Background: an optimization exercise with open tools, aiming at small area and a short achievable clock period. Do not read the settings as production practice.
Where RTL was checked, it was by simulation tests only, not by an equivalence proof against the original.
For runs 1 and 2, only the layout was checked, not whether the RTL still works.
Power is estimated from default activity; no workload was simulated.

<file path="flow/flow/run.sh">
#!/bin/bash
# The standard layout, with the ports buffered by the smallest plain buffer
# (buffer_ports otherwise picks a clkdlybuf4s50_1 delay cell for every port).
set -euo pipefail
export BUFFER_PORTS_ARGS="-buffer_cell sky130_fd_sc_hd__buf_1"
bash standard.sh > standard.log 2>&1
</file>
<file path="flow/standard.sh">
#!/bin/bash
# synth_recipe.tcl (not shown) runs the flow's synth.tcl, then flattens the netlist and writes it again
# the make line also repeats each setting of config.mk as NAME=value (left out here)
make -C /OpenROAD-flow-scripts/flow DESIGN_CONFIG=/design/flow/config.mk WORK_HOME=/design/flow/orfs CLKGATE_MAP_FILE= SYNTH_SCRIPT=/design/flow/synth_recipe.tcl "${@:-finish}"
</file>
<file path="flow/config.mk">
export PLATFORM = sky130hd
export DESIGN_NAME = design_1
export DESIGN_NICKNAME = design_1
export VERILOG_FILES = /design/flow/design.v
export SDC_FILE = /design/flow/constraint.sdc
export NUM_CORES = 4
export LEC_CHECK = 0
export CAP_MARGIN = 20
export CORE_MARGIN = 2
export CORE_UTILIZATION = 40
export PLACE_DENSITY = 0.6
export SETUP_SLACK_MARGIN = 4.5
export SLEW_MARGIN = 20
</file>
<file path="flow/constraint.sdc">
create_clock -name core_clock -period 9.0 [get_ports {clk}]
set_input_delay 1.8000 -clock core_clock [delete_from_list [all_inputs] [get_ports {clk}]]
set_output_delay 1.8000 -clock core_clock [all_outputs]
set_load 0.01 [all_outputs]
</file>
<file path="flow/design.v">
module design_1
   (bias, bias_1, bias_2, bias_3, clk,
    in1, in1_1, in1_2, in1_3, in2, in2_1, in2_2, in2_3,
    in3, in3_1, in3_2, in3_3, in4, in4_1, in4_2, in4_3,
    mac, n_en, n_in, n_in_1, n_in_2, n_in_3,
    n_out, n_out_1, n_out_2, n_out_3,
    outen, outen_1, outen_2, outen_3, p_en,
    p_out, p_out_1, p_out_2, p_out_3, rst,
    wgh, wgh_1, wgh_2, wgh_3);
  input [15:0]bias;
  input [15:0]bias_1;
  input [15:0]bias_2;
  input [15:0]bias_3;
  input clk;
  input [15:0]in1;
  input [15:0]in1_1;
  input [15:0]in1_2;
  input [15:0]in1_3;
  input [15:0]in2;
  input [15:0]in2_1;
  input [15:0]in2_2;
  input [15:0]in2_3;
  input [15:0]in3;
  input [15:0]in3_1;
  input [15:0]in3_2;
  input [15:0]in3_3;
  input [15:0]in4;
  input [15:0]in4_1;
  input [15:0]in4_2;
  input [15:0]in4_3;
  input mac;
  input n_en;
  input [15:0]n_in;
  input [15:0]n_in_1;
  input [15:0]n_in_2;
  input [15:0]n_in_3;
  output [15:0]n_out;
  output [15:0]n_out_1;
  output [15:0]n_out_2;
  output [15:0]n_out_3;
  output outen;
  output outen_1;
  output outen_2;
  output outen_3;
  input p_en;
  output [15:0]p_out;
  output [15:0]p_out_1;
  output [15:0]p_out_2;
  output [15:0]p_out_3;
  input rst;
  input [15:0]wgh;
  input [15:0]wgh_1;
  input [15:0]wgh_2;
  input [15:0]wgh_3;
  neuron neuron_0 (.clk(clk), .rst(rst), .en(n_en), .mac(mac),
    .n_in(n_in),   .wgh(wgh),   .bias(bias),   .n_out(n_out));
  neuron neuron_1 (.clk(clk), .rst(rst), .en(n_en), .mac(mac),
    .n_in(n_in_1), .wgh(wgh_1), .bias(bias_1), .n_out(n_out_1));
  neuron neuron_2 (.clk(clk), .rst(rst), .en(n_en), .mac(mac),
    .n_in(n_in_2), .wgh(wgh_2), .bias(bias_2), .n_out(n_out_2));
  neuron neuron_3 (.clk(clk), .rst(rst), .en(n_en), .mac(mac),
    .n_in(n_in_3), .wgh(wgh_3), .bias(bias_3), .n_out(n_out_3));
  pooling pooling_0 (.clk(clk), .en(p_en), .in1(in1),   .in2(in2),   .in3(in3),   .in4(in4),   .p_out(p_out),   .outen(outen));
  pooling pooling_1 (.clk(clk), .en(p_en), .in1(in1_1), .in2(in2_1), .in3(in3_1), .in4(in4_1), .p_out(p_out_1), .outen(outen_1));
  pooling pooling_2 (.clk(clk), .en(p_en), .in1(in1_2), .in2(in2_2), .in3(in3_2), .in4(in4_2), .p_out(p_out_2), .outen(outen_2));
  pooling pooling_3 (.clk(clk), .en(p_en), .in1(in1_3), .in2(in2_3), .in3(in3_3), .in4(in4_3), .p_out(p_out_3), .outen(outen_3));
endmodule
module neuron(
  input [15:0] n_in,
  input [15:0] wgh,
  input [15:0] bias,
  input clk,
  input en,
  input rst,
  input mac,
  output [15:0] n_out
);
  reg [14:0] a;          
  reg [7:0]  one, two;   
  reg [6:0]  neg;        
  reg        ts;         
  reg [7:0]  tlo;        
  reg [6:0]  th0, th1;   
  reg        tci;        
  reg [15:0] sum;
  reg        tsum;       
  reg [14:0] nout;
  function [29:0] prefix15(input [14:0] x, input [14:0] y);
    reg [14:0] G, P, Gn, Pn, g, p;
    integer i, k;
    begin
      g = x & y; p = x ^ y;
      G = g; P = p;
      for (i = 1; i < 15; i = i + 1) begin
        G[i] = g[i] | (p[i] & x[i-1] & y[i-1]);
        P[i] = p[i] & p[i-1];
      end
      for (k = 2; k < 15; k = k * 2) begin
        Gn = G; Pn = P;
        for (i = k; i < 15; i = i + 1) begin
          Gn[i] = G[i] | (P[i] & G[i-k]);
          Pn[i] = P[i] & P[i-k];
        end
        G = Gn; P = Pn;
      end
      prefix15 = {P, G};
    end
  endfunction
  wire [17:0] bb = {2'b00, wgh[14:0], 1'b0};
  reg  [7:0]  one_d, two_d;
  reg  [6:0]  neg_d;
  integer k;
  always @* begin
    for (k = 0; k < 8; k = k + 1) begin
      one_d[k] = bb[2*k+1] ^ bb[2*k];
      two_d[k] = (bb[2*k+2] & ~bb[2*k+1] & ~bb[2*k]) | (~bb[2*k+2] & bb[2*k+1] & bb[2*k]);
      if (k < 7) neg_d[k] = bb[2*k+2];
    end
  end
  wire [7:0] plo;
  wire [6:0] ph0, ph1;
  wire       pci;
  mul15x15_booth_split mul (.a(a), .one(one), .two(two), .neg(neg),
    .lo(plo), .hi0(ph0), .hi1(ph1), .ci(pci));
  wire [6:0]  thi = th0 + th1 + tci;
  wire [15:0] temp = {ts, thi, tlo};
  wire [15:0] x  = mac ? bias : temp;
  wire [14:0] sm = sum[14:0];
  wire [14:0] xm = x[14:0];
  wire [14:0] pd = sm ^ ~xm;
  wire [29:0] d  = prefix15(sm, ~xm);
  wire [14:0] gd = d[14:0], ad = d[29:15];
  wire        gt = gd[14];
  wire        eq = ad[14];
  wire [14:0] dif = gt ? (pd ^ {gd[13:0] | ad[13:0], 1'b1}) : ~(pd ^ {gd[13:0], 1'b0});
  wire [14:0] pa = sm ^ xm;
  wire [29:0] s  = prefix15(sm, xm);
  wire [15:0] add = {s[14], pa ^ {s[13:0], 1'b0}};
  wire        same = sum[15] == x[15];
  wire [15:0] nsum = same ? {sum[15], (tsum == sum[15]) ? add[14:0] : 15'h7f80}
                          : {gt ? sum[15] : x[15], dif};
  always @(posedge clk) begin
    if (rst) begin
      a <= 0; ts <= 0; tlo <= 0; th0 <= 0; th1 <= 0; tci <= 0; sum <= 0; tsum <= 0; nout <= 0;
    end else if (en) begin
      tsum <= sum[15] ^ x[15] ^ add[15];
      if (!eq) sum <= nsum;
      if (mac) begin
        nout <= sum[15] ? 15'd0 : sum[14:0];
      end else begin
        a <= n_in[14:0];
        one <= one_d; two <= two_d; neg <= neg_d;
        ts <= n_in[15] ^ wgh[15];
        tlo <= plo; th0 <= ph0; th1 <= ph1; tci <= pci;
      end
    end
  end
  assign n_out = {1'b0, nout};
endmodule
module pooling(
  input clk,
  input [15:0] in1,
  input [15:0] in2,
  input [15:0] in3,
  input [15:0] in4,
  input en,
  output reg [15:0] p_out,
  output reg outen
);
  wire c12 = in1 < in2, c13 = in1 < in3, c14 = in1 < in4;
  wire c23 = in2 < in3, c24 = in2 < in4, c34 = in3 < in4;
  wire s1 = ~c12 & ~c13 & ~c14;
  wire s2 =  c12 & ~c23 & ~c24;
  wire s3 =  c13 &  c23 & ~c34;
  wire s4 = ~(s1 | s2 | s3);
  wire v  = en && in1 != 0;
  wire [15:0] m = ({16{s1}} & in1) | ({16{s2}} & in2) | ({16{s3}} & in3) | ({16{s4}} & in4);
  always @(posedge clk) begin
    outen <= en;
    p_out <= v ? m : 16'd0;
  end
endmodule
module mul15x15_booth_split(input [14:0] a, input [7:0] one, input [7:0] two, input [6:0] neg,
  output [7:0] lo, output [6:0] hi0, output [6:0] hi1, output ci);
  wire one0 = one[0];
  wire two0 = two[0];
  wire neg0 = neg[0];
  wire m0_0 = ((one0 & a[0])) ^ neg0;
  wire m0_1 = ((one0 & a[1]) | (two0 & a[0])) ^ neg0;
  wire m0_2 = ((one0 & a[2]) | (two0 & a[1])) ^ neg0;
  wire m0_3 = ((one0 & a[3]) | (two0 & a[2])) ^ neg0;
  wire m0_4 = ((one0 & a[4]) | (two0 & a[3])) ^ neg0;
  wire m0_5 = ((one0 & a[5]) | (two0 & a[4])) ^ neg0;
  wire m0_6 = ((one0 & a[6]) | (two0 & a[5])) ^ neg0;
  wire m0_7 = ((one0 & a[7]) | (two0 & a[6])) ^ neg0;
  wire m0_8 = ((one0 & a[8]) | (two0 & a[7])) ^ neg0;
  wire m0_9 = ((one0 & a[9]) | (two0 & a[8])) ^ neg0;
  wire m0_10 = ((one0 & a[10]) | (two0 & a[9])) ^ neg0;
  wire m0_11 = ((one0 & a[11]) | (two0 & a[10])) ^ neg0;
  wire m0_12 = ((one0 & a[12]) | (two0 & a[11])) ^ neg0;
  wire m0_13 = ((one0 & a[13]) | (two0 & a[12])) ^ neg0;
  wire m0_14 = ((one0 & a[14]) | (two0 & a[13])) ^ neg0;
  wire m0_15 = ((two0 & a[14])) ^ neg0;
  wire one1 = one[1];
  wire two1 = two[1];
  wire neg1 = neg[1];
  wire m1_0 = ((one1 & a[0])) ^ neg1;
  wire m1_1 = ((one1 & a[1]) | (two1 & a[0])) ^ neg1;
  wire m1_2 = ((one1 & a[2]) | (two1 & a[1])) ^ neg1;
  wire m1_3 = ((one1 & a[3]) | (two1 & a[2])) ^ neg1;
  wire m1_4 = ((one1 & a[4]) | (two1 & a[3])) ^ neg1;
  wire m1_5 = ((one1 & a[5]) | (two1 & a[4])) ^ neg1;
  wire m1_6 = ((one1 & a[6]) | (two1 & a[5])) ^ neg1;
  wire m1_7 = ((one1 & a[7]) | (two1 & a[6])) ^ neg1;
  wire m1_8 = ((one1 & a[8]) | (two1 & a[7])) ^ neg1;
  wire m1_9 = ((one1 & a[9]) | (two1 & a[8])) ^ neg1;
  wire m1_10 = ((one1 & a[10]) | (two1 & a[9])) ^ neg1;
  wire m1_11 = ((one1 & a[11]) | (two1 & a[10])) ^ neg1;
  wire m1_12 = ((one1 & a[12]) | (two1 & a[11])) ^ neg1;
  wire m1_13 = ((one1 & a[13]) | (two1 & a[12])) ^ neg1;
  wire m1_14 = ((one1 & a[14]) | (two1 & a[13])) ^ neg1;
  wire m1_15 = ((two1 & a[14])) ^ neg1;
  wire one2 = one[2];
  wire two2 = two[2];
  wire neg2 = neg[2];
  wire m2_0 = ((one2 & a[0])) ^ neg2;
  wire m2_1 = ((one2 & a[1]) | (two2 & a[0])) ^ neg2;
  wire m2_2 = ((one2 & a[2]) | (two2 & a[1])) ^ neg2;
  wire m2_3 = ((one2 & a[3]) | (two2 & a[2])) ^ neg2;
  wire m2_4 = ((one2 & a[4]) | (two2 & a[3])) ^ neg2;
  wire m2_5 = ((one2 & a[5]) | (two2 & a[4])) ^ neg2;
  wire m2_6 = ((one2 & a[6]) | (two2 & a[5])) ^ neg2;
  wire m2_7 = ((one2 & a[7]) | (two2 & a[6])) ^ neg2;
  wire m2_8 = ((one2 & a[8]) | (two2 & a[7])) ^ neg2;
  wire m2_9 = ((one2 & a[9]) | (two2 & a[8])) ^ neg2;
  wire m2_10 = ((one2 & a[10]) | (two2 & a[9])) ^ neg2;
  wire m2_11 = ((one2 & a[11]) | (two2 & a[10])) ^ neg2;
  wire m2_12 = ((one2 & a[12]) | (two2 & a[11])) ^ neg2;
  wire m2_13 = ((one2 & a[13]) | (two2 & a[12])) ^ neg2;
  wire m2_14 = ((one2 & a[14]) | (two2 & a[13])) ^ neg2;
  wire m2_15 = ((two2 & a[14])) ^ neg2;
  wire one3 = one[3];
  wire two3 = two[3];
  wire neg3 = neg[3];
  wire m3_0 = ((one3 & a[0])) ^ neg3;
  wire m3_1 = ((one3 & a[1]) | (two3 & a[0])) ^ neg3;
  wire m3_2 = ((one3 & a[2]) | (two3 & a[1])) ^ neg3;
  wire m3_3 = ((one3 & a[3]) | (two3 & a[2])) ^ neg3;
  wire m3_4 = ((one3 & a[4]) | (two3 & a[3])) ^ neg3;
  wire m3_5 = ((one3 & a[5]) | (two3 & a[4])) ^ neg3;
  wire m3_6 = ((one3 & a[6]) | (two3 & a[5])) ^ neg3;
  wire m3_7 = ((one3 & a[7]) | (two3 & a[6])) ^ neg3;
  wire m3_8 = ((one3 & a[8]) | (two3 & a[7])) ^ neg3;
  wire m3_9 = ((one3 & a[9]) | (two3 & a[8])) ^ neg3;
  wire m3_10 = ((one3 & a[10]) | (two3 & a[9])) ^ neg3;
  wire m3_11 = ((one3 & a[11]) | (two3 & a[10])) ^ neg3;
  wire m3_12 = ((one3 & a[12]) | (two3 & a[11])) ^ neg3;
  wire m3_13 = ((one3 & a[13]) | (two3 & a[12])) ^ neg3;
  wire m3_14 = ((one3 & a[14]) | (two3 & a[13])) ^ neg3;
  wire m3_15 = ((two3 & a[14])) ^ neg3;
  wire one4 = one[4];
  wire two4 = two[4];
  wire neg4 = neg[4];
  wire m4_0 = ((one4 & a[0])) ^ neg4;
  wire m4_1 = ((one4 & a[1]) | (two4 & a[0])) ^ neg4;
  wire m4_2 = ((one4 & a[2]) | (two4 & a[1])) ^ neg4;
  wire m4_3 = ((one4 & a[3]) | (two4 & a[2])) ^ neg4;
  wire m4_4 = ((one4 & a[4]) | (two4 & a[3])) ^ neg4;
  wire m4_5 = ((one4 & a[5]) | (two4 & a[4])) ^ neg4;
  wire m4_6 = ((one4 & a[6]) | (two4 & a[5])) ^ neg4;
  wire m4_7 = ((one4 & a[7]) | (two4 & a[6])) ^ neg4;
  wire m4_8 = ((one4 & a[8]) | (two4 & a[7])) ^ neg4;
  wire m4_9 = ((one4 & a[9]) | (two4 & a[8])) ^ neg4;
  wire m4_10 = ((one4 & a[10]) | (two4 & a[9])) ^ neg4;
  wire m4_11 = ((one4 & a[11]) | (two4 & a[10])) ^ neg4;
  wire m4_12 = ((one4 & a[12]) | (two4 & a[11])) ^ neg4;
  wire m4_13 = ((one4 & a[13]) | (two4 & a[12])) ^ neg4;
  wire one5 = one[5];
  wire two5 = two[5];
  wire neg5 = neg[5];
  wire m5_0 = ((one5 & a[0])) ^ neg5;
  wire m5_1 = ((one5 & a[1]) | (two5 & a[0])) ^ neg5;
  wire m5_2 = ((one5 & a[2]) | (two5 & a[1])) ^ neg5;
  wire m5_3 = ((one5 & a[3]) | (two5 & a[2])) ^ neg5;
  wire m5_4 = ((one5 & a[4]) | (two5 & a[3])) ^ neg5;
  wire m5_5 = ((one5 & a[5]) | (two5 & a[4])) ^ neg5;
  wire m5_6 = ((one5 & a[6]) | (two5 & a[5])) ^ neg5;
  wire m5_7 = ((one5 & a[7]) | (two5 & a[6])) ^ neg5;
  wire m5_8 = ((one5 & a[8]) | (two5 & a[7])) ^ neg5;
  wire m5_9 = ((one5 & a[9]) | (two5 & a[8])) ^ neg5;
  wire m5_10 = ((one5 & a[10]) | (two5 & a[9])) ^ neg5;
  wire m5_11 = ((one5 & a[11]) | (two5 & a[10])) ^ neg5;
  wire one6 = one[6];
  wire two6 = two[6];
  wire neg6 = neg[6];
  wire m6_0 = ((one6 & a[0])) ^ neg6;
  wire m6_1 = ((one6 & a[1]) | (two6 & a[0])) ^ neg6;
  wire m6_2 = ((one6 & a[2]) | (two6 & a[1])) ^ neg6;
  wire m6_3 = ((one6 & a[3]) | (two6 & a[2])) ^ neg6;
  wire m6_4 = ((one6 & a[4]) | (two6 & a[3])) ^ neg6;
  wire m6_5 = ((one6 & a[5]) | (two6 & a[4])) ^ neg6;
  wire m6_6 = ((one6 & a[6]) | (two6 & a[5])) ^ neg6;
  wire m6_7 = ((one6 & a[7]) | (two6 & a[6])) ^ neg6;
  wire m6_8 = ((one6 & a[8]) | (two6 & a[7])) ^ neg6;
  wire m6_9 = ((one6 & a[9]) | (two6 & a[8])) ^ neg6;
  wire one7 = one[7];
  wire two7 = two[7];
  wire m7_0 = (one7 & a[0]);
  wire m7_1 = (one7 & a[1]) | (two7 & a[0]);
  wire m7_2 = (one7 & a[2]) | (two7 & a[1]);
  wire m7_3 = (one7 & a[3]) | (two7 & a[2]);
  wire m7_4 = (one7 & a[4]) | (two7 & a[3]);
  wire m7_5 = (one7 & a[5]) | (two7 & a[4]);
  wire m7_6 = (one7 & a[6]) | (two7 & a[5]);
  wire m7_7 = (one7 & a[7]) | (two7 & a[6]);
  wire s0 = neg5 ^ m0_10;
  wire c0 = neg5 & m0_10;
  wire s1 = m0_11 ^ m1_9;
  wire c1 = m0_11 & m1_9;
  wire s2 = neg6 ^ m0_12 ^ m1_10;
  wire c2 = (neg6 & m0_12) | (neg6 & m1_10) | (m0_12 & m1_10);
  wire s3 = m2_8 ^ m3_6;
  wire c3 = m2_8 & m3_6;
  wire s4 = m0_13 ^ m1_11 ^ m2_9;
  wire c4 = (m0_13 & m1_11) | (m0_13 & m2_9) | (m1_11 & m2_9);
  wire s5 = m3_7 ^ m4_5;
  wire c5 = m3_7 & m4_5;
  wire s6 = m0_14 ^ m1_12 ^ m2_10;
  wire c6 = (m0_14 & m1_12) | (m0_14 & m2_10) | (m1_12 & m2_10);
  wire s7 = m3_8 ^ m4_6 ^ m5_4;
  wire c7 = (m3_8 & m4_6) | (m3_8 & m5_4) | (m4_6 & m5_4);
  wire s8 = m0_15 ^ m1_13 ^ m2_11;
  wire c8 = (m0_15 & m1_13) | (m0_15 & m2_11) | (m1_13 & m2_11);
  wire s9 = m3_9 ^ m4_7 ^ m5_5;
  wire c9 = (m3_9 & m4_7) | (m3_9 & m5_5) | (m4_7 & m5_5);
  wire s10 = 1'b1 ^ ~neg0 ^ m1_14;
  wire c10 = (1'b1 & ~neg0) | (1'b1 & m1_14) | (~neg0 & m1_14);
  wire s11 = m2_12 ^ m3_10 ^ m4_8;
  wire c11 = (m2_12 & m3_10) | (m2_12 & m4_8) | (m3_10 & m4_8);
  wire s12 = m5_6 ^ m6_4;
  wire c12 = m5_6 & m6_4;
  wire s13 = 1'b1 ^ m1_15 ^ m2_13;
  wire c13 = (1'b1 & m1_15) | (1'b1 & m2_13) | (m1_15 & m2_13);
  wire s14 = m3_11 ^ m4_9 ^ m5_7;
  wire c14 = (m3_11 & m4_9) | (m3_11 & m5_7) | (m4_9 & m5_7);
  wire s15 = m6_5 ^ m7_3;
  wire c15 = m6_5 & m7_3;
  wire s16 = ~neg1 ^ m2_14 ^ m3_12;
  wire c16 = (~neg1 & m2_14) | (~neg1 & m3_12) | (m2_14 & m3_12);
  wire s17 = m4_10 ^ m5_8 ^ m6_6;
  wire c17 = (m4_10 & m5_8) | (m4_10 & m6_6) | (m5_8 & m6_6);
  wire s18 = 1'b1 ^ m2_15 ^ m3_13;
  wire c18 = (1'b1 & m2_15) | (1'b1 & m3_13) | (m2_15 & m3_13);
  wire s19 = m4_11 ^ m5_9;
  wire c19 = m4_11 & m5_9;
  wire s20 = ~neg2 ^ m3_14 ^ m4_12;
  wire c20 = (~neg2 & m3_14) | (~neg2 & m4_12) | (m3_14 & m4_12);
  wire s21 = 1'b1 ^ m3_15;
  wire c21 = 1'b1 & m3_15;
  wire s22 = neg3 ^ m0_6;
  wire c22 = neg3 & m0_6;
  wire s23 = m0_7 ^ m1_5;
  wire c23 = m0_7 & m1_5;
  wire s24 = neg4 ^ m0_8 ^ m1_6;
  wire c24 = (neg4 & m0_8) | (neg4 & m1_6) | (m0_8 & m1_6);
  wire s25 = m2_4 ^ m3_2;
  wire c25 = m2_4 & m3_2;
  wire s26 = m0_9 ^ m1_7 ^ m2_5;
  wire c26 = (m0_9 & m1_7) | (m0_9 & m2_5) | (m1_7 & m2_5);
  wire s27 = m3_3 ^ m4_1;
  wire c27 = m3_3 & m4_1;
  wire s28 = m1_8 ^ m2_6 ^ m3_4;
  wire c28 = (m1_8 & m2_6) | (m1_8 & m3_4) | (m2_6 & m3_4);
  wire s29 = m4_2 ^ m5_0 ^ s0;
  wire c29 = (m4_2 & m5_0) | (m4_2 & s0) | (m5_0 & s0);
  wire s30 = m2_7 ^ m3_5 ^ m4_3;
  wire c30 = (m2_7 & m3_5) | (m2_7 & m4_3) | (m3_5 & m4_3);
  wire s31 = m5_1 ^ c0 ^ s1;
  wire c31 = (m5_1 & c0) | (m5_1 & s1) | (c0 & s1);
  wire s32 = m4_4 ^ m5_2 ^ m6_0;
  wire c32 = (m4_4 & m5_2) | (m4_4 & m6_0) | (m5_2 & m6_0);
  wire s33 = c1 ^ s3 ^ s2;
  wire c33 = (c1 & s3) | (c1 & s2) | (s3 & s2);
  wire s34 = m5_3 ^ m6_1 ^ c3;
  wire c34 = (m5_3 & m6_1) | (m5_3 & c3) | (m6_1 & c3);
  wire s35 = s5 ^ c2 ^ s4;
  wire c35 = (s5 & c2) | (s5 & s4) | (c2 & s4);
  wire s36 = m6_2 ^ m7_0 ^ c5;
  wire c36 = (m6_2 & m7_0) | (m6_2 & c5) | (m7_0 & c5);
  wire s37 = c4 ^ s6 ^ s7;
  wire c37 = (c4 & s6) | (c4 & s7) | (s6 & s7);
  wire s38 = m6_3 ^ m7_1 ^ c6;
  wire c38 = (m6_3 & m7_1) | (m6_3 & c6) | (m7_1 & c6);
  wire s39 = c7 ^ s8 ^ s9;
  wire c39 = (c7 & s8) | (c7 & s9) | (s8 & s9);
  wire s40 = m7_2 ^ s12 ^ c8;
  wire c40 = (m7_2 & s12) | (m7_2 & c8) | (s12 & c8);
  wire s41 = c9 ^ s10 ^ s11;
  wire c41 = (c9 & s10) | (c9 & s11) | (s10 & s11);
  wire s42 = c12 ^ s15 ^ c10;
  wire c42 = (c12 & s15) | (c12 & c10) | (s15 & c10);
  wire s43 = c11 ^ s13 ^ s14;
  wire c43 = (c11 & s13) | (c11 & s14) | (s13 & s14);
  wire s44 = m7_4 ^ c15 ^ c13;
  wire c44 = (m7_4 & c15) | (m7_4 & c13) | (c15 & c13);
  wire s45 = c14 ^ s16 ^ s17;
  wire c45 = (c14 & s16) | (c14 & s17) | (s16 & s17);
  wire s46 = m6_7 ^ m7_5 ^ s19;
  wire c46 = (m6_7 & m7_5) | (m6_7 & s19) | (m7_5 & s19);
  wire s47 = c16 ^ c17 ^ s18;
  wire c47 = (c16 & c17) | (c16 & s18) | (c17 & s18);
  wire s48 = m5_10 ^ m6_8 ^ m7_6;
  wire c48 = (m5_10 & m6_8) | (m5_10 & m7_6) | (m6_8 & m7_6);
  wire s49 = c19 ^ c18 ^ s20;
  wire c49 = (c19 & c18) | (c19 & s20) | (c18 & s20);
  wire s50 = m4_13 ^ m5_11 ^ m6_9;
  wire c50 = (m4_13 & m5_11) | (m4_13 & m6_9) | (m5_11 & m6_9);
  wire s51 = m7_7 ^ s21 ^ c20;
  wire c51 = (m7_7 & s21) | (m7_7 & c20) | (s21 & c20);
  wire s52 = neg2 ^ m0_4;
  wire c52 = neg2 & m0_4;
  wire s53 = m0_5 ^ m1_3;
  wire c53 = m0_5 & m1_3;
  wire s54 = m1_4 ^ m2_2 ^ m3_0;
  wire c54 = (m1_4 & m2_2) | (m1_4 & m3_0) | (m2_2 & m3_0);
  wire s55 = m2_3 ^ m3_1 ^ c22;
  wire c55 = (m2_3 & m3_1) | (m2_3 & c22) | (m3_1 & c22);
  wire s56 = m4_0 ^ c23 ^ s25;
  wire c56 = (m4_0 & c23) | (m4_0 & s25) | (c23 & s25);
  wire s57 = c25 ^ s27 ^ c24;
  wire c57 = (c25 & s27) | (c25 & c24) | (s27 & c24);
  wire s58 = c27 ^ c26 ^ s28;
  wire c58 = (c27 & c26) | (c27 & s28) | (c26 & s28);
  wire s59 = c28 ^ s30 ^ c29;
  wire c59 = (c28 & s30) | (c28 & c29) | (s30 & c29);
  wire s60 = c30 ^ s32 ^ c31;
  wire c60 = (c30 & s32) | (c30 & c31) | (s32 & c31);
  wire s61 = c32 ^ s34 ^ c33;
  wire c61 = (c32 & s34) | (c32 & c33) | (s34 & c33);
  wire s62 = c34 ^ s36 ^ c35;
  wire c62 = (c34 & s36) | (c34 & c35) | (s36 & c35);
  wire s63 = c36 ^ c37 ^ s38;
  wire c63 = (c36 & c37) | (c36 & s38) | (c37 & s38);
  wire s64 = c38 ^ c39 ^ s40;
  wire c64 = (c38 & c39) | (c38 & s40) | (c39 & s40);
  wire s65 = c40 ^ c41 ^ s42;
  wire c65 = (c40 & c41) | (c40 & s42) | (c41 & s42);
  wire s66 = c42 ^ c43 ^ s44;
  wire c66 = (c42 & c43) | (c42 & s44) | (c43 & s44);
  wire s67 = c44 ^ s46 ^ c45;
  wire c67 = (c44 & s46) | (c44 & c45) | (s46 & c45);
  wire s68 = s48 ^ c46 ^ c47;
  wire c68 = (s48 & c46) | (s48 & c47) | (c46 & c47);
  wire s69 = c48 ^ s50 ^ c49;
  wire c69 = (c48 & s50) | (c48 & c49) | (s50 & c49);
  wire s70 = neg1 ^ m0_2;
  wire c70 = neg1 & m0_2;
  wire s71 = m0_3 ^ m1_1;
  wire c71 = m0_3 & m1_1;
  wire s72 = m1_2 ^ m2_0 ^ s52;
  wire c72 = (m1_2 & m2_0) | (m1_2 & s52) | (m2_0 & s52);
  wire s73 = m2_1 ^ c52 ^ s53;
  wire c73 = (m2_1 & c52) | (m2_1 & s53) | (c52 & s53);
  wire s74 = c53 ^ s22 ^ s54;
  wire c74 = (c53 & s22) | (c53 & s54) | (s22 & s54);
  wire s75 = s23 ^ c54 ^ s55;
  wire c75 = (s23 & c54) | (s23 & s55) | (c54 & s55);
  wire s76 = s24 ^ c55 ^ s56;
  wire c76 = (s24 & c55) | (s24 & s56) | (c55 & s56);
  wire s77 = s26 ^ c56 ^ s57;
  wire c77 = (s26 & c56) | (s26 & s57) | (c56 & s57);
  wire s78 = c57 ^ s29 ^ s58;
  wire c78 = (c57 & s29) | (c57 & s58) | (s29 & s58);
  wire s79 = s31 ^ c58 ^ s59;
  wire c79 = (s31 & c58) | (s31 & s59) | (c58 & s59);
  wire s80 = s33 ^ c59 ^ s60;
  wire c80 = (s33 & c59) | (s33 & s60) | (c59 & s60);
  wire s81 = s35 ^ c60 ^ s61;
  wire c81 = (s35 & c60) | (s35 & s61) | (c60 & s61);
  wire s82 = s37 ^ c61 ^ s62;
  wire c82 = (s37 & c61) | (s37 & s62) | (c61 & s62);
  wire s83 = s39 ^ c62 ^ s63;
  wire c83 = (s39 & c62) | (s39 & s63) | (c62 & s63);
  wire s84 = s41 ^ c63 ^ s64;
  wire c84 = (s41 & c63) | (s41 & s64) | (c63 & s64);
  wire s85 = s43 ^ c64 ^ s65;
  wire c85 = (s43 & c64) | (s43 & s65) | (c64 & s65);
  wire s86 = s45 ^ c65 ^ s66;
  wire c86 = (s45 & c65) | (s45 & s66) | (c65 & s66);
  wire s87 = s47 ^ c66 ^ s67;
  wire c87 = (s47 & c66) | (s47 & s67) | (c66 & s67);
  wire s88 = s49 ^ c67 ^ s68;
  wire c88 = (s49 & c67) | (s49 & s68) | (c67 & s68);
  wire s89 = s51 ^ c68 ^ s69;
  wire c89 = (s51 & c68) | (s51 & s69) | (c68 & s69);
  wire [21:0] r0 = {c88, c87, c86, c85, c84, c83, c82, c81, c80, c79, c78, c77, c76, c75, c74, c73, c72, c71, c70, m1_0, m0_1, neg0};
  wire [21:0] r1 = {s89, s88, s87, s86, s85, s84, s83, s82, s81, s80, s79, s78, s77, s76, s75, s74, s73, s72, s71, s70, 1'b0, m0_0};
  wire [14:0] x = r0[14:0], y = r1[14:0];
  wire [14:0] g0 = x & y, p0 = x ^ y;
  wire [14:0] g1 = g0 | (p0 & {x[13:0], 1'b0} & {y[13:0], 1'b0});
  wire [14:0] p1 = p0 & {p0[13:0], 1'b1};
  wire [14:0] g2, p2;
  assign g2 = g1 | (p1 & {g1[12:0], 2'b0});
  assign p2 = p1 & {p1[12:0], {2{1'b1}}};
  wire [14:0] g4, p4;
  assign g4 = g2 | (p2 & {g2[10:0], 4'b0});
  assign p4 = p2 & {p2[10:0], {4{1'b1}}};
  wire [14:0] g8, p8;
  assign g8 = g4 | (p4 & {g4[6:0], 8'b0});
  assign p8 = p4 & {p4[6:0], {8{1'b1}}};
  wire [14:0] sl = p0 ^ {g8[13:0], 1'b0};
  assign lo = sl[14:7];
  assign ci = g8[14];
  assign hi0 = r0[21:15];
  assign hi1 = r1[21:15];
endmodule
</file>
==> impl_metrics.ini, run 1 <==
[global_routing]
grt_max_degree = 154
grt_pass1_vias = 44900
globalRouteOverflowTotal = 0
grt_pass1_wl_mm = 257.3
antenna_found_initial = 20
track_usage_pct = 24.05

[yosys]
ys.flop_type = dfxtp_1
syn-instance-count = 6182
synth_edf_count = 92
ys_warn_count = 2
syn_avg_cell_area_um2 = 8.435
syn-cell-area_um2 = 52140
ys_seq_area_share_pct = 18.70
yosysUniqueCellTypes = 102
ys_ff_latch = 441
async_flop_share_pct = 0

[sta]
drv_slew = 0
hold_viol = 0
worst_pin_slew_ns = 1.044
worst_slack_ns = 4.528
tns_ns = 0
max_slew_margin_pct = 30.23
skew_ns = 0.02827
fin_crit_ns = 4.472
setup_viol = 0
fin_crit_sh_pct = 49.69
fmax_mhz = 223.6
rsz0062_at_grt = yes
hold_slack_ns = 0.4483

[die]
core_area_um2 = 129500
pin_count = 585
rows = 132
fp.dieW_um = 365.1
die_area_um2 = 133300
start_util_pct = 40.27
die_h_um = 365.1

[route]
initialDrtViolationCount = 3594
viasPerCell = 5.574
drt_pre_antenna_iters = 6
ant_nets = 0
wl_mm = 167.5
vias = 47120
drc = 0
wl_per_cell_um = 19.81

[layout]
multi_input_area_um2 = 39510
area_growth_syn_to_layout_pct = 15.28
drive_gt1_share_pct = 8.528
final_nets = 8057
regArea_um2 = 9796
stdcell_count = 8454
fill_cells = 12830
final_util_pct = 46.42

[setup_path]
path_max_fanout = 17
path_cells = clkbuf_16, clkbuf_16, mux2i_4, inv_2, ha_1, and3b_1, a311oi_2, nor4_2, o211a_1, nor2_1, o21ai_1, a221oi_2, o2bb2ai_2, and3_1, o31a_1
cp_data_required_time_ns = 9.57
cp-end-kind = flip-flop
critPathSlowestCell = a311oi_2
crit_buf_inv = 3
critical_path.top_delay_family = compound AO/OA/AOI/OAI gates
crit_path_start_kind = primary input
crit_arrival_ns = 5.05
critPathKind = in2reg
critPathMostFrequentCell = clkbuf_16
crit_path_max_incr_delay_ns = 0.40

[placement]
placedCellCount = 8175
finalWeightedCongestion = 0.9387
io_buffers = 580
pre_cts_ws_ns = 2.600
dp_hpwl_mm = 127.8

[cts]
hold_buffers = 0
cts-root-buf = clkbuf_16
clockBufferDepth = 3
cts_buffers = 58
cts_tree = done
cts_num_sinks = 441
clock_latency_ns = 0.70
htreeDepth = 2
clk_pin_slew_worst_paths_ns = 0.06

[power_and_ir_drop]
power_density_nw_per_um2 = 224.4
p_leak_nw = 25.20
vdd_drop_max_mv = 0.2060

[outcome]
outcome = timing/DRC/antenna clean

[worst_hold_path]
hold_path_class = reg2reg

[run]
max_cap_violations = 0
-- stage by stage --
step	cell area [um2]	total power, W
3_5_place_dp	55920	0.01055
4_1_cts	58570	0.01329
3_3_place_gp	55920	0.01049
2_1_floorplan	52790	0.008691
6_report	60110	0.01349
5_1_grt	60110	0.01468
-- report_power, final --
part	switching [W]	internal, W
logic	0.00463	0.00361
clock network	0.00102	0.00147
registers	0.000432	0.00233
-- cells by family after synthesis --
group | count (synthesis) | share of synthesized area (%)
AO/OA/AOI/OAI | 1653 | 22.14
AND/OR/NAND/NOR | 1420 | 13.05
buffers and inverters | 1047 | 7.748
adder cells (fa/ha/maj) | 944 | 26.63
XOR/XNOR | 575 | 9.673
flip-flops | 441 | 18.70
multiplexers | 101 | 2.054
other | 1 | 0.007192
-- cell type report --
type                            count  share of cell area, %
Antenna cell                        5                0.02081
Clock buffer                       77                  2.702
Clock inverter                     30                 0.6515
Inverter                          665                  4.165
Multi-Input combinational cell   4698                  65.73
Sequential cell                   441                  16.30
Tap cell                         1742                  3.626
Timing Repair Buffer              796                  6.813
-- state kept, by name, summed over array words and instances, names as in the netlist, 16 cells and up --
signal,cells
neuron_2.sum,16
neuron_1.sum,16
neuron_3.sum,16
pooling_2.p_out,16
neuron_0.sum,16
pooling_1.p_out,16
pooling_3.p_out,16
pooling_0.p_out,16
-- worst register-to-register path, cell delays in order (launching register included) --
cell and delay, ns:
edfxtp_1 0.78, inv_2 0.29, fa_1 0.52, fa_1 0.55, inv_1 0.05, fa_1 0.52, ha_1 0.37, a211o_1 0.29
o221ai_1 0.12, o21ai_0 0.17, or3_1 0.34, a32o_1 0.25
-- final timing paths --
| kind | cells after the start | slack [ns] | from | end |
|---|---|---|---|---|
| max | 15 | 4.53 | mac | neuron_1.tsum |
| min | 2 | 0.45 | neuron_3.tlo[7] | neuron_3.tlo[7] |
| max reg2reg | 11 | 4.66 | neuron_1.neg[4] | neuron_1.tlo[6] |
| min reg2reg | 2 | 0.45 | neuron_3.tlo[7] | neuron_3.tlo[7] |
-- cell usage in the layout (no fill, tap or decap), types with 60 or more instances in the layout --
master     Yosys  layout
clkbuf_16      0      63
dfxtp_1      349     316
nand2b_1      84      82
edfxtp_1      92      92
buf_1         19     578
a22oi_1      411     408
buf_4         11     196
a211oi_1      67      62
a21o_1       131     131
a21oi_1      375     369
nor3_1        83      79
nand2_1      542     538
nand3_1       87      85
inv_1        652     648
xnor2_1      334     333
xor2_1       240     239
o21ai_0      160     150
ha_1         668     644
nor2_1       298     287
nor3b_1       62      60
fa_1         276     276
-- metal layers --
layer	vias up	routed length, um	global-route usage, %
li1	22770	-	-
met2	1480	75080	38.24
met3	218	11120	3.751
met4	18	4108	6.262
met1	22630	77070	33.83
met5	-	119	0
-- synth_stat cells (36+ instances only) --
cell | number | area (um2)
a211oi_1 | 67 | 503.0
fa_1 | 276 | 5525
o21ai_0 | 160 | 800.8
mux2i_1 | 77 | 770.7
a221o_1 | 36 | 360.4
a31oi_1 | 67 | 419.2
xnor2_1 | 334 | 2925
o211ai_1 | 42 | 315.3
nor3_1 | 83 | 415.4
a21o_1 | 131 | 983.4
dfxtp_1 | 349 | 6987
a22oi_1 | 411 | 3085
or4_1 | 39 | 292.8
a21oi_1 | 375 | 1877
nor2b_1 | 37 | 231.5
clkbuf_1 | 340 | 1276
nand2_1 | 542 | 2034
nand3_1 | 87 | 435.4
ha_1 | 668 | 8358
xor2_1 | 240 | 2102
nand2b_1 | 84 | 525.5
edfxtp_1 | 92 | 2763
nor3b_1 | 62 | 465.5
inv_1 | 652 | 2447
nand4_1 | 38 | 237.7
nor2_1 | 298 | 1119
-- repair_timing --
| item | 4_1_cts | 5_1_grt |
|---|---|---|
| buffers inserted | 47 | 115 |
| pin swaps | 4 | 17 |
| resized for setup | 45 | 115 |
| cloned | 1 | 4 |
| endpoints found under the setup margin | 108 | 127 |
==> run 2, diff against run 1 <==
--- a/flow/config.mk
+++ b/flow/config.mk
@@ -9,5 +9,5 @@
 export CORE_MARGIN = 2
 export CORE_UTILIZATION = 40
 export PLACE_DENSITY = 0.6
-export SETUP_SLACK_MARGIN = 4.5
+export SETUP_SLACK_MARGIN = 4.8
 export SLEW_MARGIN = 20
==> impl_metrics.ini, run 2 <==
[sta]
skew_ns = 0.02698
hold_viol = 0
fmax_mhz = 233.8
worst_pin_slew_ns = 1.072
tns_ns = 0
max_slew_margin_pct = 28.32
setup_viol = 0
drv_slew = 0
fin_crit_sh_pct = 47.52
rsz0062_at_grt = yes
hold_slack_ns = 0.4572
fin_crit_ns = 4.277

[die]
die_area_um2 = 133300
rows = 132
start_util_pct = 40.27
core_area_um2 = 129500
die_h_um = 365.1
fp.dieW_um = 365.1
pin_count = 585

[yosys]
ys.flop_type = dfxtp_1
yosysUniqueCellTypes = 102
ys_seq_area_share_pct = 18.70
yosysMostFrequentCell = ha_1
synth_top_area_share_pct = 16.03
ys_warn_count = 2
syn_avg_cell_area_um2 = 8.435
syn-instance-count = 6182
syn-cell-area_um2 = 52140
synthTopCellsByCount = 668 x ha_1, 652 x inv_1, 542 x nand2_1, 411 x a22oi_1, 375 x a21oi_1
yosysTopAreaCell = ha_1
ys_ff_latch = 441
async_flop_share_pct = 0
synth_edf_count = 92
synth_area_leaders = ha_1 16%, dfxtp_1 13%, fa_1 11%

[setup_path]
crit_path_start_kind = primary input
cp-end-kind = flip-flop
path_max_fanout = 5
critPathKind = in2reg
cp_data_required_time_ns = 9.62
crit_arrival_ns = 4.90

[cts]
clockBufferDepth = 3
cts_num_sinks = 441
cts_buffers = 58
clock_latency_ns = 0.69
cts-root-buf = clkbuf_16
clk_pin_slew_worst_paths_ns = 0.06
cts_tree = done
htreeDepth = 2

[power_and_ir_drop]
p_int_w = 0.007748
power_frac_comb_pct = 63.5
p_clk_share_pct = 16.8
switching_power_w = 0.006457
power_frac_seq_pct = 19.7
vdd_drop_max_mv = 0.1710
p_leak_nw = 25.68
swShare_pct = 45.45
power_density_nw_per_um2 = 229.2

[route]
drc = 0
viasPerCell = 5.608
initialDrtViolationCount = 3386
vias = 47830
ant_nets = 0
wl_mm = 172.2
drt_pre_antenna_iters = 6
wl_per_cell_um = 20.19

[global_routing]
grt_pass1_vias = 46080
grt_max_degree = 165
globalRouteOverflowTotal = 0
grt_pass1_wl_mm = 263.9
track_usage_pct = 24.70
antenna_found_initial = 18

[run]
max_cap_violations = 0

[layout]
final_nets = 8128
area_growth_syn_to_layout_pct = 18.84
final_common_cell = inv_1
drive_gt1_share_pct = 12.25
stdcell_count = 8529
final_cell_mix = 642 x inv_1, 610 x ha_1, 569 x buf_1

[placement]
dp_hpwl_mm = 128.1
finalWeightedCongestion = 0.9392
io_buffers = 580
placedCellCount = 8160

[worst_hold_path]
hold_path_class = reg2reg

[outcome]
outcome = timing/DRC/antenna clean
==> run 2: cell counts after synthesis <==
No cell type changed its count.
==> run 2: power groups by stage <==
stage / Combinational [W] / Clock (W) / Sequential, W
after global placement: 0.00763 / 0 / 0.00283
after global routing: 0.0100 / 0.00252 / 0.00284
final: 0.00902 / 0.00238 / 0.00280
after CTS: 0.00821 / 0.00246 / 0.00277
after floorplan: 0.00609 / 0 / 0.00259
after detailed placement: 0.00769 / 0 / 0.00284
==> run 2: cells by family (layout without fill, tap and decap cells) <==
group | count (synthesis) | in the layout | share of synthesized area (%)
flip-flops | 441 | 441 | 18.70
multiplexers | 101 | 101 | 2.054
XOR/XNOR | 575 | 575 | 9.673
AND/OR/NAND/NOR | 1420 | 1420 | 13.05
AO/OA/AOI/OAI | 1653 | 1655 | 22.14
other | 1 | 10 | 0.007192
buffers and inverters | 1047 | 1641 | 7.748
adder cells (fa/ha/maj) | 944 | 944 | 26.63
==> run 2: worst paths after layout <==
check,start,cells after the start,slack (ns),to
min reg2reg,neuron_0.th0[5],2,0.46,neuron_0.th0[5]
max,mac,14,4.72,neuron_0.sum[14]
min,neuron_0.th0[5],2,0.46,neuron_0.th0[5]
max reg2reg,neuron_0.one[0],16,4.86,neuron_0.tlo[7]
==> run 2: cell type report <==
type	instances	area, um2
Fill cell	12620	67520
Multi-Input combinational cell	4699	40750
Sequential cell	441	9829
Timing Repair Buffer	866	4736
Inverter	665	2517
Tap cell	1742	2180
Clock buffer	75	1625
Clock inverter	35	319.1
Antenna cell	6	15.01
==> run 2: worst max-delay path, stage by stage <==
cell	delay [ns]
clkbuf_16	0.17
mux2i_4	0.36
buf_4	0.17
ha_1	0.25
nor2_2	0.19
and4_1	0.30
a2111oi_4	0.08
o41ai_2	0.31
a21oi_2	0.14
o2bb2ai_2	0.22
a21oi_2	0.14
o311a_1	0.30
a311oi_1	0.24
a32o_1	0.19
==> run 2: repair_timing <==
item,in CTS,in global routing
gates cloned,5,5
setup endpoints to repair,221,193
endpoints found under the hold margin,0,0
buffers inserted,170,73
pin swaps,19,82
resized for setup,152,277
hold buffers,0,0
==> run 2: stage by stage <==
stage                     util, %  instance area (um2)  setup slack, ns  power [W]
after global routing        47.86                61970            4.683    0.01536
after detailed placement    43.15                55870            2.740    0.01052
after floorplan                 -                52910            4.171   0.008681
final                       47.86                61970            4.723    0.01420
after CTS                   46.30                59950            4.674    0.01344
after global placement      43.13                55850            2.775    0.01046
==> run 2: routing by layer <==
| layer | part of all wire, % | global-route usage [%] |
|---|---|---|
| met1 | 45 | 34.41 |
| met4 | 2.6 | 7.004 |
| met5 | 0.047 | 0 |
| met3 | 6.8 | 3.951 |
| met2 | 45 | 39.36 |
==> run 3, diff against run 2 <==
--- a/flow/design.v
+++ b/flow/design.v
@@ -85,17 +85,12 @@
   reg [15:0] sum;
   reg        tsum;       
   reg [14:0] nout;
-  function [29:0] prefix15(input [14:0] x, input [14:0] y);
-    reg [14:0] G, P, Gn, Pn, g, p;
+  function [29:0] prefix15(input [14:0] g, input [14:0] p);
+    reg [14:0] G, P, Gn, Pn;
     integer i, k;
     begin
-      g = x & y; p = x ^ y;
       G = g; P = p;
-      for (i = 1; i < 15; i = i + 1) begin
-        G[i] = g[i] | (p[i] & x[i-1] & y[i-1]);
-        P[i] = p[i] & p[i-1];
-      end
-      for (k = 2; k < 15; k = k * 2) begin
+      for (k = 1; k < 15; k = k * 2) begin
         Gn = G; Pn = P;
         for (i = k; i < 15; i = i + 1) begin
           Gn[i] = G[i] | (P[i] & G[i-k]);
@@ -128,20 +123,21 @@
   wire [14:0] sm = sum[14:0];
   wire [14:0] xm = x[14:0];
   wire [14:0] pd = sm ^ ~xm;
-  wire [29:0] d  = prefix15(sm, ~xm);
+  wire [29:0] d  = prefix15(sm & ~xm, pd);
   wire [14:0] gd = d[14:0], ad = d[29:15];
   wire        gt = gd[14];
   wire        eq = ad[14];
   wire [14:0] dif = gt ? (pd ^ {gd[13:0] | ad[13:0], 1'b1}) : ~(pd ^ {gd[13:0], 1'b0});
   wire [14:0] pa = sm ^ xm;
-  wire [29:0] s  = prefix15(sm, xm);
+  wire [29:0] s  = prefix15(sm & xm, pa);
   wire [15:0] add = {s[14], pa ^ {s[13:0], 1'b0}};
   wire        same = sum[15] == x[15];
   wire [15:0] nsum = same ? {sum[15], (tsum == sum[15]) ? add[14:0] : 15'h7f80}
                           : {gt ? sum[15] : x[15], dif};
   always @(posedge clk) begin
     if (rst) begin
-      a <= 0; ts <= 0; tlo <= 0; th0 <= 0; th1 <= 0; tci <= 0; sum <= 0; tsum <= 0; nout <= 0;
+      a <= 0; one <= 0; two <= 0; neg <= 0;
+      ts <= 0; tlo <= 0; th0 <= 0; th1 <= 0; tci <= 0; sum <= 0; tsum <= 0; nout <= 0;
     end else if (en) begin
       tsum <= sum[15] ^ x[15] ^ add[15];
       if (!eq) sum <= nsum;
==> impl_metrics.ini, run 3 <==
[yosys]
ys_warn_count = 2
synth_fa_ha_area_share_pct = 26.61
ys_ff_latch = 441
yosysUniqueCellTypes = 108
syn-instance-count = 6277
synth_compound_area_share_pct = 24.33
synthSimpleGateAreaFrac_pct = 12.69
synthTopCellsByCount = 656 x inv_1, 644 x ha_1, 532 x nand2_1, 501 x a21oi_1, 441 x dfxtp_1
synth-xor-area-share_pct = 8.953
synth_area_leaders = dfxtp_1 17%, ha_1 16%, fa_1 11%
synth_edf_count = 0
synthMuxAreaShare_pct = 1.889
yosysMostFrequentCell = inv_1
syn-cell-area_um2 = 51650
async_flop_share_pct = 0
synth_top_family_by_area = adder cells
synth_top_area_share_pct = 17.09
syn_avg_cell_area_um2 = 8.229
yosysTopAreaCell = dfxtp_1
ys.flop_type = dfxtp_1
ys_seq_area_share_pct = 17.09

[setup_path]
crit_path_max_incr_delay_ns = 0.43
crit_buf_inv = 3
r2r-start = neuron_2.tci
crit_cells = 15
crit_arrival_ns = 4.92
rrSetupSlack_ns = 4.81
endpoint = neuron_3.sum[14]
path_max_fanout = 8
crit_start = mac
rr_endpoint = neuron_2.sum[12]
path_cells = clkbuf_16, buf_16, mux2i_4, ha_2, inv_1, fa_1, nand2b_1, a211oi_2, o21a_2, nand3_1, a31oi_1, mux2i_1, xnor2_1, o221ai_1, a21oi_1
crit_path_start_kind = primary input
critPathKind = in2reg
cp-end-kind = flip-flop
cp_data_required_time_ns = 9.58
critPathSlowestCell = fa_1
critical_path.top_delay_family = compound AO/OA/AOI/OAI gates
rr_worst_depth = 20

[route]
drc = 0
drt_pre_antenna_iters = 8
initialDrtViolationCount = 3907
viasPerCell = 5.740
vias = 47940
wl_mm = 169.9
wl_per_cell_um = 20.34
ant_nets = 0

[cts]
cts_num_sinks = 441
cts_buffers = 58
clockBufferDepth = 3
clk_pin_slew_worst_paths_ns = 0.06
hold_buffers = 0
cts-root-buf = clkbuf_16
clock_latency_ns = 0.69
cts_tree = done
htreeDepth = 2

[sta]
hold_viol = 0
fin_crit_ns = 4.343
worst_pin_slew_ns = 1.109
tns_ns = 0
setup_viol = 0
fmax_mhz = 230.2
drv_slew = 0
skew_ns = 0.04721
fin_crit_sh_pct = 48.26
max_slew_margin_pct = 25.74
rsz0062_at_grt = yes

[die]
die_h_um = 363.3
fp.dieW_um = 363.3
rows = 131
die_area_um2 = 132000
pin_count = 585
core_area_um2 = 127800
start_util_pct = 40.40

[power_and_ir_drop]
p_leak_nw = 25.02
vdd_drop_max_mv = 0.1879
power_density_nw_per_um2 = 183.3

[worst_hold_path]
min_from = neuron_2.tlo[4]
hold_path_class = reg2reg

[global_routing]
globalRouteOverflowTotal = 0
grt_max_degree = 183
track_usage_pct = 24.67
grt_pass1_vias = 45850
antenna_found_initial = 35
grt_pass1_wl_mm = 262.7

[placement]
io_buffers = 580
dp_hpwl_mm = 127.7
placedCellCount = 8127
finalWeightedCongestion = 0.9355

[layout]
area_growth_syn_to_layout_pct = 15.35
drive_gt1_share_pct = 10.22
final_cell_mix = 646 x inv_1, 599 x ha_1, 578 x buf_1
final_nets = 8008
final_common_cell = inv_1
stdcell_count = 8352

[outcome]
outcome = timing/DRC/antenna clean

[run]
max_cap_violations = 0
## run 3: final cells by class
cell class	instances	area, um2
Fill cell	12730	68270
Multi-Input combinational cell	4723	40080
Sequential cell	441	9047
Timing Repair Buffer	741	3777
Inverter	662	2487
Tap cell	1662	2079
Clock buffer	74	1602
Clock inverter	29	461.7
Antenna cell	20	50.05
## run 3: per-layer routing
layer  vias up  track usage [%]  wire length [um]
met3       300            3.455              9928
met5         -                0               122
li1      22840                -                 -
met2      1545            41.06             79730
met1     23240            32.85             74910
met4        20            7.892              5177
## run 3: timing repair
| item | 4_1_cts | 5_1_grt |
|---|---|---|
| pin swaps | 31 | 93 |
| gates cloned | 6 | 3 |
| hold endpoints to repair | 0 | 0 |
| setup buffers | 32 | 61 |
| gates resized for setup | 204 | 261 |
| setup endpoints to repair | 281 | 142 |
## run 3: report_power, final
group | leakage [nW] | internal, W | switching [W]
combinational | 20.4 | 0.00251 | 0.00325
sequential | 3.67 | 0.00219 | 0.000411
clock | 0.995 | 0.00154 | 0.00102
## run 3: logic make-up (layout without fill, tap and decap cells)
family                     after synthesis  after routing
other                                    1             24
xor gates and xnor gates               528            528
muxes                                   94             94
and+or+nand+nor                       1369           1369
buffers and inverters                 1116           1506
adders and majority gates              928            928
DFF                                    441            441
AOI/OAI and AO/OA                     1800           1800
## run 3: worst register-to-register path, cell delays in order, from the launching register on
cell and delay (ns):
dfxtp_1 0.33, fa_1 0.46, inv_1 0.09, fa_1 0.18, nor2b_1 0.07, o21ai_0 0.14
nand2b_1 0.10, a21o_1 0.20, a21oi_2 0.14, xnor2_1 0.13, mux2_4 0.32, ha_4 0.25
nor4_4 0.20, and2_4 0.22, a21oi_4 0.09, buf_12 0.18, and2_2 0.23, o21a_1 0.12
a211o_1 0.28, mux2_2 0.26, a22oi_1 0.13
## run 3: through the flow
step	setup WS [ns]	utilization [%]	total power, W	hold WS, ns	cell area, um2
CTS	4.707	45.30	0.01042	0.4534	57920
detailed placement	2.609	42.79	0.007529	0.4473	54710
global placement	2.587	42.79	0.007479	0.4408	54710
global route	4.559	46.60	0.01168	0.4792	59580
finish	4.657	46.60	0.01092	0.4571	59580
floorplan	4.172	-	0.006237	0.4312	51980
## run 3: worst min-delay path by stage
stage,cells past startpoint,slack (ns),to
finish,2,0.46,neuron_2.tlo[4]
global route,2,0.48,neuron_1.th0[4]
CTS,2,0.45,neuron_3.tlo[6]
detailed placement,2,0.45,neuron_3.tlo[6]
global placement,2,0.44,neuron_1.tlo[1]
floorplan,2,0.43,neuron_2.tlo[2]
==> run 4, diff against run 3 <==
--- a/flow/config.mk
+++ b/flow/config.mk
@@ -9,5 +9,5 @@
 export CORE_MARGIN = 2
 export CORE_UTILIZATION = 40
 export PLACE_DENSITY = 0.6
-export SETUP_SLACK_MARGIN = 4.8
+export SETUP_SLACK_MARGIN = 5.0
 export SLEW_MARGIN = 20
==> impl_metrics.ini, run 4 <==
[route]
drt_pre_antenna_iters = 6
wl_met1_mm = 77.99
vias = 48500
drc = 0
wl_per_cell_um = 20.78
wl_met3_mm = 10.61
initialDrtViolationCount = 3777
wl_met2_mm = 81.04
ant_nets = 0
viasPerCell = 5.733
maxUsedRoutingLayer = met5
wl_mm = 175.8

[sta]
worst_slack_ns = 4.762
rsz0062_at_grt = yes
setup_viol = 0
fin_crit_ns = 4.238
skew_ns = 0.02050
tns_ns = 0
fin_crit_sh_pct = 47.09
fmax_mhz = 236.0
max_slew_margin_pct = 16.28
worst_pin_slew_ns = 1.256
hold_viol = 0
drv_slew = 0

[placement]
finalWeightedCongestion = 0.9369
placedCellCount = 8123
pre_cts_ws_ns = 2.637
dp_hpwl_mm = 127.6
io_buffers = 580

[setup_path]
critPathKind = in2reg
cp-end-kind = flip-flop
path_max_fanout = 13
crit_arrival_ns = 4.77
cp_data_required_time_ns = 9.54
crit_path_start_kind = primary input

[yosys]
synth_top_area_share_pct = 17.09
synth_edf_count = 0
ys_warn_count = 2
async_flop_share_pct = 0
synthTopCellsByCount = 656 x inv_1, 644 x ha_1, 532 x nand2_1, 501 x a21oi_1, 441 x dfxtp_1
synth_area_leaders = dfxtp_1 17%, ha_1 16%, fa_1 11%
syn-cell-area_um2 = 51650
ys.flop_type = dfxtp_1
ys_ff_latch = 441
yosysTopAreaCell = dfxtp_1
yosysUniqueCellTypes = 108
syn-instance-count = 6277
yosysMostFrequentCell = inv_1
ys_seq_area_share_pct = 17.09
syn_avg_cell_area_um2 = 8.229

[global_routing]
globalRouteOverflowTotal = 0
grt_pass1_wl_mm = 270.8
track_usage_pct = 25.57
grt_pass1_vias = 47140
grt_max_degree = 216
antenna_found_initial = 27

[cts]
cts-root-buf = clkbuf_16
clockBufferDepth = 3
cts_tree = done
cts_num_sinks = 441
cts_buffers = 59
clock_latency_ns = 0.70
clk_pin_slew_worst_paths_ns = 0.06
htreeDepth = 2

[layout]
drive_gt1_share_pct = 13.62
stdcell_count = 8460
area_growth_syn_to_layout_pct = 18.80
final_nets = 8107
final_cell_mix = 646 x inv_1, 580 x ha_1, 576 x buf_1
final_common_cell = inv_1

[die]
pin_count = 585
die_area_um2 = 132000
fp.dieW_um = 363.3
die_h_um = 363.3
rows = 131
start_util_pct = 40.40
core_area_um2 = 127800

[run]
max_cap_violations = 0

[outcome]
outcome = timing/DRC/antenna clean

[power_and_ir_drop]
vdd_drop_max_mv = 0.1691
power_density_nw_per_um2 = 185.7
p_leak_nw = 25.58

[worst_hold_path]
hold_path_class = reg2reg
run 4: cell count changes in the layout (fill, tap and decap cells not counted), moves of 16 or more:
cell	before	now
a22oi_1	377	355
a22oi_2	2	24
buf_4	122	191
dfxtp_1	350	328
dfxtp_2	49	30
dfxtp_4	42	83
fa_1	275	254
fa_2	9	30
ha_1	599	580
ha_4	28	44
run 4: through the flow:
| step | power (W) | cell area, um2 | util, % | hold slack (ns) |
|---|---|---|---|---|
| after detailed placement | 0.007553 | 54710 | 42.79 | 0.4456 |
| final | 0.01139 | 61360 | 47.99 | 0.4592 |
| after global placement | 0.007518 | 54710 | 42.79 | 0.4421 |
| after floorplan | 0.006251 | 52150 | - | 0.4312 |
| after CTS | 0.01075 | 59010 | 46.16 | 0.4620 |
| after global routing | 0.01216 | 61350 | 47.99 | 0.4799 |
run 4: power breakdown:
group / leakage, nW / internal (W) / switching (W)
clock network: 1.02 / 0.00157 / 0.00105
registers: 3.69 / 0.00219 / 0.000407
logic: 20.9 / 0.00276 / 0.00342
total: 25.6 / 0.00652 / 0.00487
run 4: repair_timing:
action / CTS / global route
gates resized for setup: 379 / 318
pin swaps: 72 / 167
endpoints found under the setup margin: 183 / 147
cloned: 9 / 1
hold buffers: 0 / 0
setup buffers: 92 / 101
run 4: cell families after synthesis:
| family | Yosys count | share of synthesized area (%) |
|---|---|---|
| flip-flops | 441 | 17.09 |
| adder cells (fa/ha/maj) | 928 | 26.61 |
| XOR/XNOR | 528 | 8.953 |
| other | 1 | 0.007260 |
| AND/OR/NAND/NOR | 1369 | 12.69 |
| buffers and inverters | 1116 | 8.425 |
| AO/OA/AOI/OAI | 1800 | 24.33 |
| multiplexers | 94 | 1.889 |
run 4: cell type report:
type / instances / area (um2)
clock buffers: 73 / 1579
repair buffers: 838 / 4609
well taps: 1662 / 2079
fillers: 12600 / 66490
inverters: 662 / 2485
flip-flops and latches: 441 / 9178
multi-input cells: 4724 / 40830
clock inverters: 38 / 544.3
diodes: 22 / 55.05
run 4: worst paths after layout:
check | slack, ns | cells past startpoint | startpoint | end
min | 0.46 | 2 | neuron_2.th0[5] | neuron_2.th0[5]
min reg2reg | 0.46 | 2 | neuron_2.th0[5] | neuron_2.th0[5]
max | 4.76 | 15 | mac | neuron_1.sum[4]
max reg2reg | 4.85 | 21 | neuron_1.tci | neuron_1.sum[4]
run 4: worst max-delay path: stages:
cell and delay (ns):
clkbuf_16 0.15, buf_12 0.13, buf_16 0.19, mux2i_4 0.28, ha_4 0.25, o211ai_1 0.22, o211ai_1 0.20, and3_4 0.24
nor4_4 0.39, buf_6 0.21, o21ai_1 0.08, o21a_1 0.12, a221o_1 0.34, nand3_1 0.08, a21oi_1 0.06
run 4: per-layer routing:
layer	up-vias	global-route usage, %
met1	23500	34.62
li1	23050	-
met4	6	8.470
met2	1597	41.76
met3	352	3.549
met5	-	0
==> run 5, diff against run 4 <==
--- a/flow/config.mk
+++ b/flow/config.mk
@@ -9,5 +9,5 @@
 export CORE_MARGIN = 2
 export CORE_UTILIZATION = 40
 export PLACE_DENSITY = 0.6
-export SETUP_SLACK_MARGIN = 5.0
+export SETUP_SLACK_MARGIN = 4.2
 export SLEW_MARGIN = 20
==> impl_metrics.ini, run 5 <==
[yosys]
yosysTopAreaCell = dfxtp_1
syn-cell-area_um2 = 51650
synth_top_family_by_area = adder cells
synth_area_leaders = dfxtp_1 17%, ha_1 16%, fa_1 11%
synthTopCellsByCount = 656 x inv_1, 644 x ha_1, 532 x nand2_1, 501 x a21oi_1, 441 x dfxtp_1
yosysMostFrequentCell = inv_1
synth_compound_area_share_pct = 24.33
ys.flop_type = dfxtp_1
yosysUniqueCellTypes = 108
syn_avg_cell_area_um2 = 8.229
syn-instance-count = 6277
synth-xor-area-share_pct = 8.953
synth_edf_count = 0
ys_ff_latch = 441
synth_top_area_share_pct = 17.09
ys_seq_area_share_pct = 17.09
synthMuxAreaShare_pct = 1.889
ys_warn_count = 2
synthSimpleGateAreaFrac_pct = 12.69
synth_fa_ha_area_share_pct = 26.61
async_flop_share_pct = 0

[global_routing]
grt_pass1_wl_mm = 271.5
grt_max_degree = 139
grt_pass1_vias = 46100
globalRouteOverflowTotal = 0
track_usage_pct = 25.78
antenna_found_initial = 42

[sta]
fin_crit_sh_pct = 51.61
tns_ns = 0
hold_slack_ns = 0.4572
worst_pin_slew_ns = 1.083
hold_viol = 0
max_slew_margin_pct = 27.72
drv_slew = 0
fmax_mhz = 215.3
rsz0062_at_grt = yes
skew_ns = 0.02347
setup_viol = 0
fin_crit_ns = 4.645

[cts]
cts-root-buf = clkbuf_16
clock_latency_ns = 0.71
cts_buffers = 58
cts_num_sinks = 441
cts_tree = done
clk_pin_slew_worst_paths_ns = 0.06
htreeDepth = 2
clockBufferDepth = 3

[route]
vias = 47450
drt_pre_antenna_iters = 6
wl_met3_mm = 12.78
viasPerCell = 5.736
drc = 0
wl_mm = 174.9
wl_per_cell_um = 21.14
ant_nets = 0
initialDrtViolationCount = 3879
wl_met2_mm = 78.62
maxUsedRoutingLayer = met5
wl_met1_mm = 77.49

[placement]
io_buffers = 580
finalWeightedCongestion = 0.9529
dp_hpwl_mm = 135.6

[run]
max_cap_violations = 0

[setup_path]
crit_arrival_ns = 5.19
cp-end-kind = flip-flop
crit_start = mac
crit_path_start_kind = primary input
r2r-start = neuron_0.two[2]
critPathKind = in2reg
path_max_fanout = 30
cp_data_required_time_ns = 9.54

[layout]
final_common_cell = inv_1
area_growth_syn_to_layout_pct = 10.46
final_cell_mix = 656 x inv_1, 641 x ha_1, 578 x buf_1
final_nets = 7917
drive_gt1_share_pct = 4.892

[die]
rows = 131
fp.dieW_um = 363.3
core_area_um2 = 127800
die_area_um2 = 132000
pin_count = 585
start_util_pct = 40.40
die_h_um = 363.3

[worst_hold_path]
hold_path_class = reg2reg
min_from = neuron_3.th0[5]

[power_and_ir_drop]
vdd_drop_max_mv = 0.1572
p_leak_nw = 24.36
power_density_nw_per_um2 = 181.5

[outcome]
outcome = timing/DRC/antenna clean
[run 5: cell counts after synthesis]
Identical to the previous run, type by type.
[run 5: final cells by class]
cell class / count / area (um2)
antenna: 28 / 70.07
clock buffer: 76 / 1609
clock inverter: 30 / 451.7
fill: 12930 / 70790
inverter: 662 / 2485
multi-input combinational: 4723 / 38720
sequential: 441 / 8855
tap: 1662 / 2079
timing repair buffer: 650 / 2781
[run 5: where the power goes]
| part | switching [W] | internal [W] | total [W] |
|---|---|---|---|
| sequential | 0.000420 | 0.00220 | 0.00261 |
| clock | 0.00106 | 0.00152 | 0.00258 |
| combinational | 0.00306 | 0.00211 | 0.00516 |
| total | 0.00453 | 0.00582 | 0.0104 |
[run 5: path summary, 6_finish.rpt]
kind	to	slack, ns	cells after the start
setup reg to reg	neuron_0.tlo[7]	4.37	14
setup / recovery	neuron_3.sum[14]	4.36	15
hold reg to reg	neuron_3.th0[5]	0.46	2
hold / removal	neuron_3.th0[5]	0.46	2
[run 5: repair_timing]
action | CTS | global route
endpoints found under the setup margin | 62 | 56
resized for setup | 13 | 50
hold buffers | 0 | 0
cloned | 0 | 2
pin swaps | 1 | 3
setup buffers | 6 | 8
[run 5: critical path, stage by stage]
cell and delay, ns:
clkbuf_16 0.23, buf_16 0.24, mux2i_1 0.27, inv_1 0.09, ha_2 0.19, fa_2 0.37, nor2b_1 0.16, o311a_1 0.33
o211a_1 0.26, o41ai_4 0.39, o21ai_1 0.17, a221oi_2 0.29, xnor2_1 0.10, o221ai_1 0.18, a21oi_1 0.09
[run 5: metal layers]
layer | global-route usage (%) | vias up
met5 | 0 | -
met4 | 8.958 | 24
met3 | 4.207 | 309
met2 | 40.87 | 1459
met1 | 35.34 | 23020
li1 | - | 22640
[run 5: logic make-up (layout without fill, tap and decap cells)]
group                    after synthesis  after routing
buffers and inverters               1116           1418
flip-flops                           441            441
adder cells (fa/ha/maj)              928            928
multiplexers                          94             94
AO/OA/AOI/OAI                       1800           1800
AND/OR/NAND/NOR                     1369           1369
XOR/XNOR                             528            528
other                                  1             32
[run 5: stage by stage]
step	cell area (um2)	setup WS (ns)	instances	util [%]	power (W)
detailed placement	54530	2.747	8121	42.65	0.007601
CTS	56730	4.193	8233	44.37	0.01027
floorplan	51730	4.140	6280	-	0.006173
global placement	54530	2.804	8121	42.65	0.007563
finish	57060	4.355	8272	44.63	0.01036
global route	57030	4.128	8263	44.61	0.01109

static timing again, ports no longer ideal:
No port has a modelled driver above. Below, the same layouts with a new extraction and two added sets of constraints. Step 1: set_driving_cell puts a clkbuf_16 on clk and a buf_2 on each other input, an assumption about the parent block. Step 2 times the ports against the registers' clock, not the clock port: input delays grow and output delays shrink by t, the midpoint of the rising clock arrivals with the driver on. Slacks: ideal / step 1 / step 2; pairs: ideal / step 1.
| run | shift t [ns] | setup slack, ns | hold WS [ns] | clock arrival spread, ns |
|---|---|---|---|---|
| run 1 | 0.760 | 4.528 / 4.478 / 3.718 | 0.448 / 0.448 / 0.448 | 0.031 / 0.030 |
| run 2 | 0.752 | 4.723 / 4.400 / 3.648 | 0.457 / 0.457 / 0.457 | 0.028 / 0.027 |
| run 3 | 0.748 | 4.657 / 4.527 / 3.778 | 0.457 / 0.457 / 0.457 | 0.053 / 0.053 |
| run 4 | 0.766 | 4.762 / 4.547 / 3.781 | 0.459 / 0.459 / 0.459 | 0.021 / 0.021 |
| run 5 | 0.772 | 4.355 / 4.235 / 3.462 | 0.457 / 0.457 / 0.457 | 0.027 / 0.027 |
After both steps every run listed still meets setup and hold. For run 2, which loses most, drivers alone change the setup slack by -0.323 ns; drivers and shift together by -1.075 ns.
